What follows belongs to an exercise in optimizing a design on an open flow for small area; a production flow would make more cautious choices.
The RTL was checked by simulation tests, not by an equivalence proof against the original design.
The flow treats the clock pin as an ideal source, which a real chip does not have.
Power and IR drop assume default switching activity.

## old
==> flow/design.v (excerpt) <==
module wavelet_transform(clk, rst, data_stream, H_out, L_out, addr);
input clk, rst;
output reg [0:7] H_out;
output reg [0:7] L_out;
output reg  [0:7] addr;
input [0:7] data_stream;
wire [2:0] p = addr[5:7];
reg  [7:0] a1, a2;       
reg  [7:0] se, sf, sg1, sg2, sk;
reg  [7:0] ao, af, ag1, ag2, ak;
reg  [7:0] c1, c2, c3, lr;
reg  warm;
wire early = !warm && !addr[4];
wire ph0 = (p == 3'd0), ph1 = (p == 3'd1), ph2 = (p == 3'd2), ph3 = (p == 3'd3);
wire ph4 = (p == 3'd4), ph5 = (p == 3'd5), ph6 = (p == 3'd6), ph7 = (p == 3'd7);
wire [7:0] mux_a, mux_b, mux_c, mux_e;
wt_mux4 u_mux_a (.d0(data_stream), .s0(p[0]),
                 .d1(c2),  .s1(ph0 & !early | ph4),
                 .d2(lr),  .s2(ph2 & !early),
                 .d3(c3),  .s3(ph6), .y(mux_a));
wt_mux4 u_mux_b (.d0(data_stream), .s0(!p[0]),
                 .d1(c1),  .s1(ph1 | ph5),
                 .d2(c2),  .s2(ph3),
                 .d3(L_out), .s3(ph7), .y(mux_b));
wt_mux4 u_mux_c (.d0(se),  .s0(!p[0] & !(ph0 & early)),
                 .d1(sf),  .s1(ph1 & !early | ph5),
                 .d2(sg2), .s2(ph3 & warm),
                 .d3(sk),  .s3(ph7 & !early), .y(mux_c));
wt_mux4 u_mux_e (.d0(ao),  .s0(p[0] & !(ph1 & early)),
                 .d1(af),  .s1(ph2 & !early | ph6),
                 .d2(ag2), .s2(ph4 & warm),
                 .d3(ak),  .s3(ph0 & warm), .y(mux_e));
function [7:0] add8(input [7:0] x, input [7:0] y, input ci);
    integer i;
    reg c;
    begin
        c = ci;
        for (i = 0; i < 8; i = i + 1) begin
            add8[i] = (x[i] ^ y[i]) ^ c;
            c = (x[i] & y[i]) | (c & (x[i] ^ y[i]));
        end
    end
endfunction
wire [7:0] nd1  = ~{1'b0, a1[7:1]};
wire [7:0] sub1 = add8(mux_b, nd1, 1'b1);
wire [7:0] sub2 = add8(mux_c, nd1, 1'b1);
wire [7:0] hq   = {2'b00, H_out[0:5]};
wire [7:0] add1 = add8(a2, hq, 1'b0);
  ...
export LEC_CHECK = 0
export CAP_MARGIN = 20
export CORE_MARGIN = 2
export CORE_UTILIZATION = 55
export SLEW_MARGIN = 20
create_clock -name core_clock -period 6.0 [get_ports {clk}]
standard.sh (not shown) runs the stock make flow with config.mk's settings and CLKGATE_MAP_FILE= SYNTH_SCRIPT=/design/flow/synth_recipe.tcl, a recipe that flattens the netlist after the stock synthesis.
==> flow/flow/run.sh <==
#!/bin/bash
# Own layout flow: the standard synthesis and ORFS steps, with
#  - single-size buffers on the ports (buf_1 instead of clkdlybuf4s50_1),
#  - timing-driven global placement that does not keep the resizer's buffers
#    (GPL_KEEP_OVERFLOW=0); repair_design still fixes slew and capacitance,
set -euo pipefail
export BUFFER_PORTS_ARGS="-buffer_cell sky130_fd_sc_hd__buf_1"
export GPL_KEEP_OVERFLOW=0
export CTS_ARGS="-sink_clustering_enable -repair_clock_nets -buf_list sky130_fd_sc_hd__clkbuf_4 -dont_use_dummy_load"
bash standard.sh synth > synth.log 2>&1
bash standard.sh cts > place_cts.log 2>&1
RESULTS="$PWD/orfs/results/$FLOW_PLATFORM/wavelet_transform/base" openroad -no_init -exit flow/postcts.tcl > postcts.log 2>&1
bash standard.sh finish > route_finish.log 2>&1
==> flow/flow/postcts.tcl <==
# Runs between ORFS's cts and global-route steps, on 4_cts.odb:
#  1. Sizes the clock buffers: each buffer that drives flip-flops starts as
#     clkbuf_2 and is upsized (clkbuf_2 -> 4 -> 8 -> 16) until the clock pins
#     it drives see a slew of at most 110 ps; the buffers above them until
#     their loads see at most 250 ps.
#  2. Downsizes each buffer that repair_design inserted for slew (load_slew*)
#     to the smallest buf_N that leaves no max-slew or max-capacitance
#     violation and no worse setup slack.
#  3. Downsizes every other cell with a drive strength above 1 (but not the
#     clock and port buffers) to the smallest variant of the same cell that
#     leaves no max-slew or max-capacitance violation and no worse setup
#     slack.
#  4. Legalises the placement again and writes 4_cts.odb back.
set plat $::env(FLOW_HOME)/platforms/sky130hd
set res $::env(RESULTS)
read_liberty $plat/lib/sky130_fd_sc_hd__tt_025C_1v80.lib
read_db $res/4_cts.odb
read_sdc $res/4_cts.sdc
source $plat/setRC.tcl
set_propagated_clock [all_clocks]
estimate_parasitics -placement
puts "before: setup slack [sta::worst_slack_cmd max], area [rsz::design_area]"

proc load_slew {inst} {
  set out [get_pins -of_objects $inst -filter "direction == output"]
  set worst 0
  foreach p [get_pins -of_objects [get_nets -of_objects $out] -filter "direction == input"] {
    set s [get_property $p slew_max]
    if {$s > $worst} { set worst $s }
  }
  return $worst
}
proc drives_ff {inst} {
  set out [get_pins -of_objects $inst -filter "direction == output"]
  foreach p [get_pins -of_objects [get_nets -of_objects $out] -filter "direction == input"] {
    if {[get_property $p name] eq "CLK"} { return 1 }
  }
  return 0
}

# 1. clock buffers
set next [dict create sky130_fd_sc_hd__clkbuf_2 sky130_fd_sc_hd__clkbuf_4 \
  sky130_fd_sc_hd__clkbuf_4 sky130_fd_sc_hd__clkbuf_8 \
  sky130_fd_sc_hd__clkbuf_8 sky130_fd_sc_hd__clkbuf_16]
set clkbufs [get_cells clkbuf*]
foreach inst $clkbufs {
  if {[drives_ff $inst]} { replace_cell $inst [get_lib_cells */sky130_fd_sc_hd__clkbuf_2] }
}
for {set iter 0} {$iter < 8} {incr iter} {
  estimate_parasitics -placement
  set changed 0
  foreach inst $clkbufs {
    set m [get_property $inst ref_name]
    if {![dict exists $next $m]} { continue }
    set t [expr {[drives_ff $inst] ? 0.110 : 0.250}]
    if {[load_slew $inst] > $t} {
      replace_cell $inst [get_lib_cells */[dict get $next $m]]
      set changed 1
    }
  }
  if {!$changed} { break }
}
foreach inst $clkbufs { puts "clock buffer [get_full_name $inst]: [get_property $inst ref_name]" }

# 2. slew buffers
proc net_slew {inst} {
  set out [get_pins -of_objects $inst -filter "direction == output"]
  set worst 0
  foreach p [get_pins -of_objects [get_nets -of_objects $out]] {
    set s [get_property $p slew_max]
    if {$s > $worst} { set worst $s }
  }
  return $worst
}
estimate_parasitics -placement
foreach inst [get_cells -quiet load_slew*] {
  set orig [get_property $inst ref_name]
  set wns0 [sta::worst_slack_cmd max]
  foreach size {1 2 4 6 8 12} {
    set m sky130_fd_sc_hd__buf_$size
    if {$m eq $orig} { break }
    replace_cell $inst [get_lib_cells */$m]
    estimate_parasitics -placement
    if {[sta::max_slew_violation_count] == 0 && [sta::max_capacitance_violation_count] == 0
        && [net_slew $inst] < 1.0 && [sta::worst_slack_cmd max] >= $wns0 - 1e-13} {
      puts "[get_full_name $inst]: $orig -> $m"
      break
    }
    replace_cell $inst [get_lib_cells */$orig]
    estimate_parasitics -placement
  }
}

# 3. other cells
foreach inst [get_cells *] {
  set name [get_full_name $inst]
  if {[string match clkbuf* $name] || [string match input* $name] || [string match output* $name]} { continue }
  set orig [get_property $inst ref_name]
  if {![regexp {^(sky130_fd_sc_hd__.*)_(\d+)$} $orig -> base drive]} { continue }
  if {$drive <= 1} { continue }
  set wns0 [sta::worst_slack_cmd max]
  foreach d {0 1 2 4} {
    if {$d >= $drive} { break }
    set m ${base}_$d
    if {[llength [get_lib_cells -quiet */$m]] == 0} { continue }
    replace_cell $inst [get_lib_cells */$m]
    estimate_parasitics -placement
    if {[sta::max_slew_violation_count] == 0 && [sta::max_capacitance_violation_count] == 0
        && [sta::worst_slack_cmd max] >= $wns0 - 1e-13} {
      puts "$name: $orig -> $m"
      break
    }
    replace_cell $inst [get_lib_cells */$orig]
    estimate_parasitics -placement
  }
}

# 4. legalise and write back
detailed_placement
check_placement -verbose
estimate_parasitics -placement
set worst 0
foreach p [get_pins -hierarchical */CLK] {
  set s [get_property $p slew_max]
  if {$s > $worst} { set worst $s }
}
puts "after: setup slack [sta::worst_slack_cmd max], area [rsz::design_area], worst flip-flop clock pin slew [format %.3f $worst] ns"
puts "max slew violations [sta::max_slew_violation_count], max cap violations [sta::max_capacitance_violation_count]"
write_db $res/4_cts.odb
old: all stages complete, timing, DRC and antenna checks passed
Inputs modified between old and new:
diff --git a/flow/flow/run.sh b/flow/flow/run.sh
--- a/flow/flow/run.sh
+++ b/flow/flow/run.sh
@@ -5,2 +5,6 @@
 #    (GPL_KEEP_OVERFLOW=0); repair_design still fixes slew and capacitance,
+#  - a clock tree without dummy loads, whose buffers flow/postcts.tcl then
+#    sizes to the smallest that keep the clock-pin slew at or under 110 ps,
+#    and which also downsizes repair_design's slew buffers (see its header).
+# Each step's full output goes to a log file of its own in the work folder.
 set -euo pipefail
diff --git a/flow/flow/postcts.tcl b/flow/flow/postcts.tcl
--- a/flow/flow/postcts.tcl
+++ b/flow/flow/postcts.tcl
@@ -8,7 +8,3 @@
 #     violation and no worse setup slack.
-#  3. Downsizes every other cell with a drive strength above 1 (but not the
-#     clock and port buffers) to the smallest variant of the same cell that
-#     leaves no max-slew or max-capacitance violation and no worse setup
-#     slack.
-#  4. Legalises the placement again and writes 4_cts.odb back.
+#  3. Legalises the placement again and writes 4_cts.odb back.
 set plat $::env(FLOW_HOME)/platforms/sky130hd
@@ -93,27 +89,3 @@
 
-# 3. other cells
-foreach inst [get_cells *] {
-  set name [get_full_name $inst]
-  if {[string match clkbuf* $name] || [string match input* $name] || [string match output* $name]} { continue }
-  set orig [get_property $inst ref_name]
-  if {![regexp {^(sky130_fd_sc_hd__.*)_(\d+)$} $orig -> base drive]} { continue }
-  if {$drive <= 1} { continue }
-  set wns0 [sta::worst_slack_cmd max]
-  foreach d {0 1 2 4} {
-    if {$d >= $drive} { break }
-    set m ${base}_$d
-    if {[llength [get_lib_cells -quiet */$m]] == 0} { continue }
-    replace_cell $inst [get_lib_cells */$m]
-    estimate_parasitics -placement
-    if {[sta::max_slew_violation_count] == 0 && [sta::max_capacitance_violation_count] == 0
-        && [sta::worst_slack_cmd max] >= $wns0 - 1e-13} {
-      puts "$name: $orig -> $m"
-      break
-    }
-    replace_cell $inst [get_lib_cells */$orig]
-    estimate_parasitics -placement
-  }
-}
-
-# 4. legalise and write back
+# 3. legalise and write back
 detailed_placement
[summary]
Every stage of the flow completed for new, and the final layout passed the timing, DRC and antenna checks. Diff old..new | clock network power share | negligible. Clock power of new is on par with old. Compared with old, new shows a finished layout cell area that is about 0.4% higher. new against old: layout buffering overhead excluding clock cells saw little to no change, share of total power in sequential cells now sits at about the same level, post-detailed-route via-to-cell ratio shrank by 1.3%. Between new and old, the global-route wire length before repair does not differ in any meaningful way. Area added between synthesis and finish: new higher than old.

== wip/juniper ==
wavelet_transform, a different RTL version from the one above (not shown whole).
Size in the first run: roughly 380 cells after synthesis, ~150 flip-flops, roughly 34 I/O pins, roughly 0.0059 mm² of cells after synthesis.
export LEC_CHECK = 0
export CAP_MARGIN = 20
export CORE_MARGIN = 2
export CORE_UTILIZATION = 55
export SLEW_MARGIN = 20
create_clock -name core_clock -period 6.0 [get_ports {clk}]
==> flow/flow/run.sh <==
#!/bin/bash
# Own layout flow: the standard synthesis and ORFS steps, with
#  - single-size buffers on the ports (buf_1 instead of clkdlybuf4s50_1),
#  - a clock tree of clkbuf_4 cells without dummy loads, where the clock
#    buffers whose loads see too high a slew are upsized to clkbuf_8
#    (flow/fixclk.tcl) before routing.
# Each step's full output goes to a log file of its own in the work folder.
set -euo pipefail
export BUFFER_PORTS_ARGS="-buffer_cell sky130_fd_sc_hd__buf_1"
export GPL_KEEP_OVERFLOW=0
export CTS_ARGS="-sink_clustering_enable -repair_clock_nets -buf_list sky130_fd_sc_hd__clkbuf_4 -dont_use_dummy_load"
bash standard.sh synth > synth.log 2>&1
bash standard.sh cts > place_cts.log 2>&1
RESULTS="$PWD/orfs/results/$FLOW_PLATFORM/wavelet_transform/base" openroad -no_init -exit flow/fixclk.tcl > fixclk.log 2>&1
bash standard.sh finish > route_finish.log 2>&1
==> flow/flow/fixclk.tcl <==
# After CTS: the clock tree is built from clkbuf_4 cells. Upsize to clkbuf_8
# every clock buffer whose loads see a slew above the target, then legalise
# the placement again.
set plat $::env(FLOW_HOME)/platforms/sky130hd
set res $::env(RESULTS)
read_liberty $plat/lib/sky130_fd_sc_hd__tt_025C_1v80.lib
read_db $res/4_cts.odb
read_sdc $res/4_cts.sdc
source $plat/setRC.tcl
set_propagated_clock [all_clocks]

set target 0.105
for {set iter 0} {$iter < 5} {incr iter} {
  estimate_parasitics -placement
  set changed 0
  foreach inst [get_cells *] {
    if {[get_property $inst ref_name] ne "sky130_fd_sc_hd__clkbuf_4"} { continue }
    set out [get_pins -of_objects $inst -filter "direction == output"]
    set worst 0
    foreach p [get_pins -of_objects [get_nets -of_objects $out] -filter "direction == input"] {
      set s [get_property $p slew_max]
      if {$s > $worst} { set worst $s }
    }
    if {$worst > $target} {
      replace_cell $inst [get_lib_cells */sky130_fd_sc_hd__clkbuf_8]
      puts "upsized [get_full_name $inst]: load slew [format %.3f $worst] ns"
      set changed 1
    }
  }
  if {!$changed} { break }
}
detailed_placement
check_placement -verbose
estimate_parasitics -placement
set worst 0
foreach p [get_pins -hierarchical */CLK] {
  set s [get_property $p slew_max]
  if {$s > $worst} { set worst $s }
}
puts "worst flip-flop clock pin slew after fix: [format %.3f $worst] ns"
report_checks -path_delay min_max -format end
write_db $res/4_cts.odb
For wip/cedar, these inputs were changed with respect to wip/juniper:
# wip/juniper
export LEC_CHECK = 0
export CAP_MARGIN = 20
export CORE_MARGIN = 2
export CORE_UTILIZATION = 55
export SLEW_MARGIN = 20
create_clock -name core_clock -period 6.0 [get_ports {clk}]
# wip/cedar
export LEC_CHECK = 0
export CAP_MARGIN = 20
export CORE_MARGIN = 2
export CORE_UTILIZATION = 40
export SLEW_MARGIN = 20
create_clock -name core_clock -period 6.0 [get_ports {clk}]
--- a/flow/flow/run.sh
+++ b/flow/flow/run.sh
@@ -9,3 +9,2 @@
 export BUFFER_PORTS_ARGS="-buffer_cell sky130_fd_sc_hd__buf_1"
-export GPL_KEEP_OVERFLOW=0
 export CTS_ARGS="-sink_clustering_enable -repair_clock_nets -buf_list sky130_fd_sc_hd__clkbuf_4 -dont_use_dummy_load"
==> comparison <==
Reported for wip/juniper and wip/cedar, count of pins on the block boundary turned out identical to the last digit.
Delta (wip/cedar minus wip/juniper): die area rose about 36%, power after layout up 2.1%.
The beginning of the critical path comes out addr[5] in one run and addr[6] in the other, namely in wip/juniper and wip/cedar respectively.
## Diff of input files: wip/harbor against wip/cedar
# wip/cedar
export LEC_CHECK = 0
export CAP_MARGIN = 20
export CORE_MARGIN = 2
export CORE_UTILIZATION = 40
export SLEW_MARGIN = 20
create_clock -name core_clock -period 6.0 [get_ports {clk}]
# wip/harbor
export LEC_CHECK = 0
export CAP_MARGIN = 20
export CORE_MARGIN = 2
export CORE_UTILIZATION = 55
export SLEW_MARGIN = 20
create_clock -name core_clock -period 6.0 [get_ports {clk}]
--- a/flow/flow/run.sh
+++ b/flow/flow/run.sh
@@ -9,4 +9,7 @@
 export BUFFER_PORTS_ARGS="-buffer_cell sky130_fd_sc_hd__buf_1"
+export GPL_KEEP_OVERFLOW=0
 export CTS_ARGS="-sink_clustering_enable -repair_clock_nets -buf_list sky130_fd_sc_hd__clkbuf_4 -dont_use_dummy_load"
 bash standard.sh synth > synth.log 2>&1
+# after synthesis, keep the resizer off the largest buffers and inverters
+export DONT_USE_CELLS="sky130_fd_sc_hd__buf_6 sky130_fd_sc_hd__buf_8 sky130_fd_sc_hd__buf_12 sky130_fd_sc_hd__buf_16 sky130_fd_sc_hd__bufbuf_8 sky130_fd_sc_hd__bufbuf_16 sky130_fd_sc_hd__bufinv_8 sky130_fd_sc_hd__bufinv_16 sky130_fd_sc_hd__inv_6 sky130_fd_sc_hd__inv_8 sky130_fd_sc_hd__inv_12 sky130_fd_sc_hd__inv_16 sky130_fd_sc_hd__clkinv_8 sky130_fd_sc_hd__clkinv_16"
 bash standard.sh cts > place_cts.log 2>&1
Status | wip/cedar and wip/harbor | clean. Post-place instance area (wip/harbor vs. wip/cedar) decreases slightly. wip/harbor ended up with a higher mean number of vias per cell than wip/cedar did. Global-route usage up 7.1 points in wip/harbor wrt wip/cedar. After detailed routing, wip/cedar needs less wire than wip/harbor. Going from wip/cedar to wip/harbor, fraction of standard cell area in multi-input logic +0.77 points, slack of the critical path decreased by 0.45 ns relative to the old numbers, clock buffer and inverter area fraction after layout fell by 0.45 points. Compared to wip/cedar, wip/harbor has layout buffer count excluding clock buffers 20% lower. wip/harbor vs. wip/cedar: net switching component of the power dropped about 1.7%; period utilization rose 7.6 points; core utilization now larger. Of the two values seen for busiest layer in global routing, met2 was produced by wip/harbor and met1 by wip/cedar.
Edits applied to the flow inputs when going from wip/harbor to wip/garnet:
# wip/harbor
export LEC_CHECK = 0
export CAP_MARGIN = 20
export CORE_MARGIN = 2
export CORE_UTILIZATION = 55
export SLEW_MARGIN = 20
create_clock -name core_clock -period 6.0 [get_ports {clk}]
# wip/garnet
export LEC_CHECK = 0
export CAP_MARGIN = 20
export CORE_MARGIN = 2
export CORE_UTILIZATION = 70
export SLEW_MARGIN = 20
create_clock -name core_clock -period 6.0 [get_ports {clk}]
--- a/flow/flow/run.sh
+++ b/flow/flow/run.sh
@@ -9,7 +9,4 @@
 export BUFFER_PORTS_ARGS="-buffer_cell sky130_fd_sc_hd__buf_1"
-export GPL_KEEP_OVERFLOW=0
 export CTS_ARGS="-sink_clustering_enable -repair_clock_nets -buf_list sky130_fd_sc_hd__clkbuf_4 -dont_use_dummy_load"
 bash standard.sh synth > synth.log 2>&1
-# after synthesis, keep the resizer off the largest buffers and inverters
-export DONT_USE_CELLS="sky130_fd_sc_hd__buf_6 sky130_fd_sc_hd__buf_8 sky130_fd_sc_hd__buf_12 sky130_fd_sc_hd__buf_16 sky130_fd_sc_hd__bufbuf_8 sky130_fd_sc_hd__bufbuf_16 sky130_fd_sc_hd__bufinv_8 sky130_fd_sc_hd__bufinv_16 sky130_fd_sc_hd__inv_6 sky130_fd_sc_hd__inv_8 sky130_fd_sc_hd__inv_12 sky130_fd_sc_hd__inv_16 sky130_fd_sc_hd__clkinv_8 sky130_fd_sc_hd__clkinv_16"
 bash standard.sh cts > place_cts.log 2>&1
## What came out
Number of non-clock buffers in the layout grows by more than a quarter when moving from wip/harbor to wip/garnet. Relative to wip/harbor, wip/garnet improves die outline area. Data arrival time of the worst path sits lower in wip/garnet than in wip/harbor. As far as initial antenna violation count is concerned, wip/harbor and wip/garnet perform about the same. In wip/garnet the area share of buffers outside the clock network turned out 0.56 points higher than in wip/harbor. The fraction of the cycle the final worst path needs in wip/garnet was lower than what wip/harbor gave. Compare wip/garnet and wip/harbor | total global-route track usage lower: wip/harbor. Core utilization up 16 points in wip/garnet wrt wip/harbor. wip/garnet has more setup slack than wip/harbor.

-- port drivers added, routing unchanged --
In the flow no input, the clock included, has a driving cell. The finished layouts below were timed again as built, in two steps.
Step 1 assumes that a clkbuf_16 drives the clock port and a buf_2 every other input.
Step 2 also shifts input and output timing later by t, the mid clock arrival at the registers, as if the neighbouring blocks saw the same clock.
a / b / c = no drivers / after step 1 / after step 2; a / b = the first two.
| run | t (ns) | setup WS [ns] | worst slew at a driven data input, ns |
|---|---|---|---|
| old | 0.447 | 0.456 / 0.456 / 0.456 | 0.03 |
| new | 0.439 | 0.415 / 0.415 / 0.415 | 0.03 |
| wip/juniper | 0.455 | 0.411 / 0.411 / 0.411 | 0.05 |
| wip/cedar | 0.471 | 0.864 / 0.864 / 0.864 | 0.03 |
| wip/harbor | 0.455 | 0.411 / 0.411 / 0.411 | 0.05 |
| wip/garnet | 0.428 | 0.802 / 0.802 / 0.802 | 0.05 |
After both steps setup and hold are still met in every run listed.
